What follows belongs to an exercise in optimizing a design on an open flow for small area; a production flow would make more cautious choices.
Function was checked by simulation only, so behaviour that the tests miss may differ from the original.
The flow treats the clock pin as an ideal source, which a real chip does not have.
Power is estimated from default activity; no workload was simulated.

Setup of job 9922:
==> flow/design.v <==
`timescale 1ns / 1ps
module sevseg (
    input clk,
    input reset,
    input [3:0] digit,             
    output [1:0] digit_sel,        
    output [3:0] IO_SSEG_SEL,      
    output [6:0] IO_SSEG           
    );
    localparam [3:0] BLANK = 4'd12;    
    localparam [3:0] ALL_ON = 4'd15;   
    reg [1:0] nd;       
    reg half;           
    reg [3:0] hold;     
    reg [3:0] st0, st2;
    reg [2:0] st1;
    reg [1:0] st3;
    reg [3:0] code;     
    assign digit_sel = nd;
    wire [1:0] prev = nd - 2'd1;
    wire blank = (code == BLANK);
    assign IO_SSEG_SEL = blank ? 4'b1111 : ~(4'b0001 << prev);
    reg [3:0] stored;
    always @(*) begin
        case (nd)
            2'd0: stored = st0;
            2'd1: stored = (st1 == 3'b111) ? ALL_ON : {1'b0, st1};
            2'd2: stored = st2;
            default: stored = (st3 == 2'b11) ? ALL_ON : {2'b00, st3};
        endcase
    end
    always @(posedge clk) begin
        if (reset) begin
            nd <= 0;
            half <= 0;
            hold <= ALL_ON;
            st0 <= 4'd0;
            st1 <= 3'b111;
            st2 <= ALL_ON;
            st3 <= 2'b11;
            code <= BLANK;
        end else begin
            half <= ~half;
            if (!half) nd <= nd + 2'd1;
            code <= hold;
            hold <= stored;
            case (nd)
                2'd0: st0 <= digit;
                2'd1: st1 <= digit[2:0];
                2'd2: st2 <= digit;
                default: st3 <= digit[1:0];
            endcase
        end
    end
    assign IO_SSEG[0] = (code == 4'd1) | (code == 4'd4) | (code == 4'd12);
    assign IO_SSEG[1] = (code == 4'd5) | (code == 4'd6) | (code == 4'd12);
    assign IO_SSEG[2] = (code == 4'd2) | (code == 4'd12);
    assign IO_SSEG[3] = (code == 4'd1) | (code == 4'd4) | (code == 4'd7) | (code == 4'd9) | (code == 4'd12);
    assign IO_SSEG[4] = (code == 4'd1) | (code == 4'd3) | (code == 4'd4) | (code == 4'd5) | (code == 4'd7) | (code == 4'd9) | (code == 4'd12);
    assign IO_SSEG[5] = (code == 4'd1) | (code == 4'd2) | (code == 4'd3) | (code == 4'd7) | (code == 4'd12);
    assign IO_SSEG[6] = (code == 4'd0) | (code == 4'd1) | (code == 4'd7) | (code == 4'd12);
endmodule
`timescale 1ns / 1ps
module Digital_Clock(
    input clk,  
    input reset,
    input IO_BTN_C,IO_BTN_U, IO_BTN_L, IO_BTN_R, IO_BTN_D,  
    input [0:0] IO_SWITCH, 
    output [6:0] IO_SSEG, output [3:0] IO_SSEG_SEL,  
    output [0:0] IO_LED,  
    output change_time,
    output alarm,
    output reg speaker,
    output led_reset
    );
    assign led_reset = 1;
    reg [3:0] counter;           
    reg [5:0] Seconds;           
    reg [5:0] Minutes;           
    reg [4:0] Hours;             
    reg [5:0] Minutes_other;     
    reg [4:0] Hours_other;
    reg current_bit;
    reg set_ct, set_al;          
    reg c_prev;                  
    reg AMPM, AM_PM;
    assign IO_LED[0] = AM_PM;
    wire clock_mode = ~set_ct & ~set_al;
    assign change_time = c_prev ? set_al : set_ct;
    assign alarm = c_prev ? clock_mode : set_al;
    wire sec60   = Seconds[5] & ~Seconds[4] & ~Seconds[2] & ~Seconds[1] & ~Seconds[0];
    wire cnt11   = counter[3] & counter[1] & counter[0];
    wire cnt_ge2 = counter[3] | counter[2] | counter[1];
    wire wrap    = clock_mode ? cnt11 : cnt_ge2;
    wire step    = ~clock_mode & cnt_ge2;
    wire [10:0] s_next;
    hm_unit shown_u(.m(Minutes), .h(Hours), .carry_in(sec60),
        .st(step), .bit_h(current_bit), .up(IO_BTN_U), .down(IO_BTN_D), .o(s_next));
    wire o_m60 = Minutes_other[5] & Minutes_other[4] & Minutes_other[3] & Minutes_other[2];
    wire o_h24 = Hours_other[4] & Hours_other[3];
    wire [5:0] o_m_next = o_m60 ? 6'd0 : Minutes_other;
    wire [4:0] o_h_next = o_h24 ? 5'd0 : o_m60 ? Hours_other + 5'd1 : Hours_other;
    wire swap = IO_BTN_C & ~clock_mode;    
    wire [1:0] digit_sel;
    wire [5:0] s_m = Minutes;
    wire [4:0] s_h = Hours;
    wire pm = (s_h >= 5'd12);
    reg [4:0] h_disp;
    always @(*) begin
        if (AMPM)                 h_disp = s_h;            
        else if (s_h == 5'd0)     h_disp = 5'd12;          
        else if (s_h > 5'd12)     h_disp = s_h - 5'd12;
        else                      h_disp = s_h;
    end
    wire [5:0] value = digit_sel[1] ? {1'b0, h_disp} : s_m;
    wire [2:0] tens = value / 10;
    wire [3:0] ones = value % 10;
    wire [3:0] digit = digit_sel[0] ? {1'b0, tens} : ones;
    sevseg display(.clk(clk), .reset(reset), .digit(digit),
        .digit_sel(digit_sel), .IO_SSEG_SEL(IO_SSEG_SEL), .IO_SSEG(IO_SSEG));
    always @(posedge clk) begin
        if (reset) begin
            counter <= 0;
            Seconds <= 0;
            Minutes <= 0;
            Hours <= 0;
            Minutes_other <= 1;
            Hours_other <= 0;
            current_bit <= 0;
            set_ct <= 1;
            set_al <= 0;
            c_prev <= 1;
            AMPM <= 0;
            AM_PM <= 0;
            speaker <= 0;
        end else begin
            counter <= wrap ? 4'd0 : counter + 4'd1;
            if (sec60)
                Seconds <= 0;
            else if (clock_mode & cnt11)
                Seconds <= {Seconds[4:0], ~(Seconds[5] ^ Seconds[4])};
            else if (clock_mode & IO_BTN_C)
                Seconds <= 0;
            if (swap) begin
                {Minutes, Hours} <= {o_m_next, o_h_next};
                {Minutes_other, Hours_other} <= s_next;
            end else begin
                {Minutes, Hours} <= s_next;
                {Minutes_other, Hours_other} <= {o_m_next, o_h_next};
            end
            if (clock_mode & IO_BTN_C)
                current_bit <= 0;
            else if (step & (IO_BTN_L | IO_BTN_R))
                current_bit <= ~current_bit;
            if (IO_BTN_C) begin
                set_ct <= clock_mode;
                set_al <= set_ct;
            end
            c_prev <= IO_BTN_C;
            if (clock_mode)
                speaker <= ({Hours, Minutes} == {Hours_other, Minutes_other});
            AMPM <= IO_SWITCH[0];
            AM_PM <= ~AMPM & pm;
        end
    end
endmodule
module hm_unit(input [5:0] m, input [4:0] h, input carry_in, st, bit_h, up, down,
               output [10:0] o);
    wire m60 = m[5] & m[4] & m[3] & m[2];
    wire h24 = h[4] & h[3];
    wire m0  = ~|m;
    wire h0  = ~|h;
    wire h1  = (h == 5'd1);
    wire stm = st & ~bit_h;
    wire sth = st & bit_h;
    wire dn_any = down & ~(m0 & h0);
    wire dec_m = stm & dn_any;
    wire inc_m = carry_in | (stm & up & ~dn_any);
    wire dn_h  = down & ~h0;
    wire dec_h = dn_h & (sth | (stm & m0));
    wire inc_h = m60 | (sth & up & ~dn_h);
    reg [5:0] nm; reg [4:0] nh;
    always @(*) begin
        nm = m; nh = h;
        if (inc_m) nm = m + 6'd1;
        if (dec_m) nm = m0 ? 6'd59 : m - 6'd1;
        if (m60)   nm = 0;
        if (inc_h) nh = h + 5'd1;
        if (dec_h) nh = h1 ? 5'd12 : h - 5'd1;
        if (h24)   nh = 0;
    end
    assign o = {nm, nh};
endmodule
==> flow/config.mk <==
export PLATFORM = sky130hd
export DESIGN_NAME = Digital_Clock
export DESIGN_NICKNAME = Digital_Clock
export VERILOG_FILES = /design/flow/design.v
export SDC_FILE = /design/flow/constraint.sdc
export NUM_CORES = 4
export LEC_CHECK = 0
export ABC_AREA = 1
export CAP_MARGIN = 20
export CORE_MARGIN = 2
export CORE_UTILIZATION = 65
export SLEW_MARGIN = 20
==> flow/constraint.sdc <==
create_clock -name core_clock -period 10.0 [get_ports {clk}]
set_input_delay 2.0000 -clock core_clock [delete_from_list [all_inputs] [get_ports {clk}]]
set_output_delay 2.0000 -clock core_clock [all_outputs]
set_load 0.01 [all_outputs]
standard.sh (not shown) runs the stock make flow with config.mk's settings and CLKGATE_MAP_FILE= SYNTH_SCRIPT=/design/flow/synth_recipe.tcl, a recipe that flattens the netlist after the stock synthesis.
==> flow/flow/run.sh <==
#!/bin/bash
# Layout flow: the standard flow (standard.sh / ORFS) with
#  - synthesis: the standard flow's synthesis script with an area-oriented ABC mapping
#    script (flow/abc_map.script) and no adder-cell mapping;
#  - port buffers of the smallest buffer cell;
#  - clock buffering by flow/pre_cts.tcl (a root clock buffer driving four
#    clock buffers, each driving a quarter of the flip-flops) instead of
#    TritonCTS's tree.
# Each tool's output goes to its own log in this folder.
set -euo pipefail
HERE=$(pwd)
export FLOW_ABC_SCRIPT=$HERE/flow/abc_map.script
MK=(make -C "$FLOW_HOME" DESIGN_CONFIG="$FLOW_CONFIG" WORK_HOME="$HERE/orfs" CLKGATE_MAP_FILE=
    SYNTH_SCRIPT="$HERE/flow/synth.tcl" ADDER_MAP_FILE=
    "BUFFER_PORTS_ARGS=-buffer_cell sky130_fd_sc_hd__buf_1"
    "CTS_ARGS=-clk_nets clk -sink_clustering_enable -dont_use_dummy_load -buf_list sky130_fd_sc_hd__clkbuf_8"
    PRE_CTS_TCL="$HERE/flow/pre_cts.tcl")
export FLOW_CLOCK_BUFFER=sky130_fd_sc_hd__clkbuf_8
export FLOW_CLOCK_ROOT_BUFFER=sky130_fd_sc_hd__clkbuf_2
"${MK[@]}" synth > "$HERE/log_synth.log" 2>&1
"${MK[@]}" finish > "$HERE/log_finish.log" 2>&1
R=$HERE/orfs/results/$FLOW_PLATFORM/Digital_Clock/base
: # left out here: write the final layout as DEF
Other scripts of this flow, unchanged in this note and not shown: flow/flow/abc_map.script, flow/flow/pre_cts.tcl, flow/flow/synth.tcl
Job 9922 ended with every stage complete and zero timing, DRC or antenna violations.
Relative to job 9922, the following input files were edited for job 4060:
==> flow/design.v, changed modules only <==
module sevseg (
    input clk,
    input reset,
    input [3:0] digit,             
    output [1:0] digit_sel,        
    output [3:0] IO_SSEG_SEL,      
    output [6:0] IO_SSEG       
    );
    localparam [3:0] BLANK = 4'd12;    
    localparam [3:0] ALL_ON = 4'd15;   
    reg [1:0] nd;       
    reg half;           
    reg [3:0] hold;     
    reg [3:0] st0, st2;
    reg [2:0] st1;
    reg [1:0] st3;
    reg [3:0] code;     
    assign digit_sel = nd;
    wire [1:0] cur = nd;
    wire [1:0] prev = nd - 2'd1;
    wire blank = (code == BLANK);
    assign IO_SSEG_SEL = blank ? 4'b1111 : ~(4'b0001 << prev);
    reg [3:0] stored;
    always @(*) begin
        case (cur)
            2'd0: stored = st0;
            2'd1: stored = (st1 == 3'b111) ? ALL_ON : {1'b0, st1};
            2'd2: stored = st2;
            default: stored = (st3 == 2'b11) ? ALL_ON : {2'b00, st3};
        endcase
    end
    always @(posedge clk) begin
        if (reset) begin
            nd <= 0;
            half <= 0;
            hold <= 0;
            st0 <= 4'd8;
            st1 <= 3'b111;
            st2 <= 4'd8;
            st3 <= 2'b11;
            code <= BLANK;
        end else begin
            half <= ~half;
            if (!half) nd <= nd + 2'd1;
            if (half) begin
                code <= hold;
                hold <= digit;
            end else begin
                code <= stored;
                case (cur)
                    2'd0: st0 <= digit;
                    2'd1: st1 <= digit[2:0];
                    2'd2: st2 <= digit;
                    default: st3 <= digit[1:0];
                endcase
            end
        end
    end
    assign IO_SSEG[0] = (code == 4'd1) | (code == 4'd4) | (code == 4'd12);
    assign IO_SSEG[1] = (code == 4'd5) | (code == 4'd6) | (code == 4'd12);
    assign IO_SSEG[2] = (code == 4'd2) | (code == 4'd12);
    assign IO_SSEG[3] = (code == 4'd1) | (code == 4'd4) | (code == 4'd7) | (code == 4'd9) | (code == 4'd12);
    assign IO_SSEG[4] = (code == 4'd1) | (code == 4'd3) | (code == 4'd4) | (code == 4'd5) | (code == 4'd7) | (code == 4'd9) | (code == 4'd12);
    assign IO_SSEG[5] = (code == 4'd1) | (code == 4'd2) | (code == 4'd3) | (code == 4'd7) | (code == 4'd12);
    assign IO_SSEG[6] = (code == 4'd0) | (code == 4'd1) | (code == 4'd7) | (code == 4'd12);
endmodule
--- outcome ---
Compared with job 9922, in job 4060 first-pass GRT wire length moved up; smallest hold slack moved up; share of total power in the clock network moved up; average cell area after synthesis level. Changes observed in job 4060 relative to job 9922: synthesized cell count increased by about 0.8% relative to the old numbers, final cell count increased by 3 relative to the old numbers.

==> afterwards: timing with drivers on the ports <==
The flow's constraints put no driver on any port. The routed layouts listed below were extracted and timed again, unchanged, in two steps.
Step 1, drivers: a clkbuf_16 drives clk and a buf_2 each remaining input, both assumed.
Step 2 times the ports against the registers' clock, not the clock port: input delays grow and output delays shrink by t, the midpoint of the rising clock arrivals with the driver on.
a / b / c = ideal ports / drivers / drivers and shift; a / b = the first two.
run	t, ns	setup WS [ns]	worst register clock-pin slew, ns
job 9922	0.454	6.162 / 6.135 / 5.724	0.10 / 0.10
job 4060	0.449	5.972 / 5.949 / 6.026	0.10 / 0.10
After both steps setup and hold are still met in every run listed. The setup slack of job 9922, which loses most, moves by -0.027 ns with the drivers and by -0.438 ns with both steps.
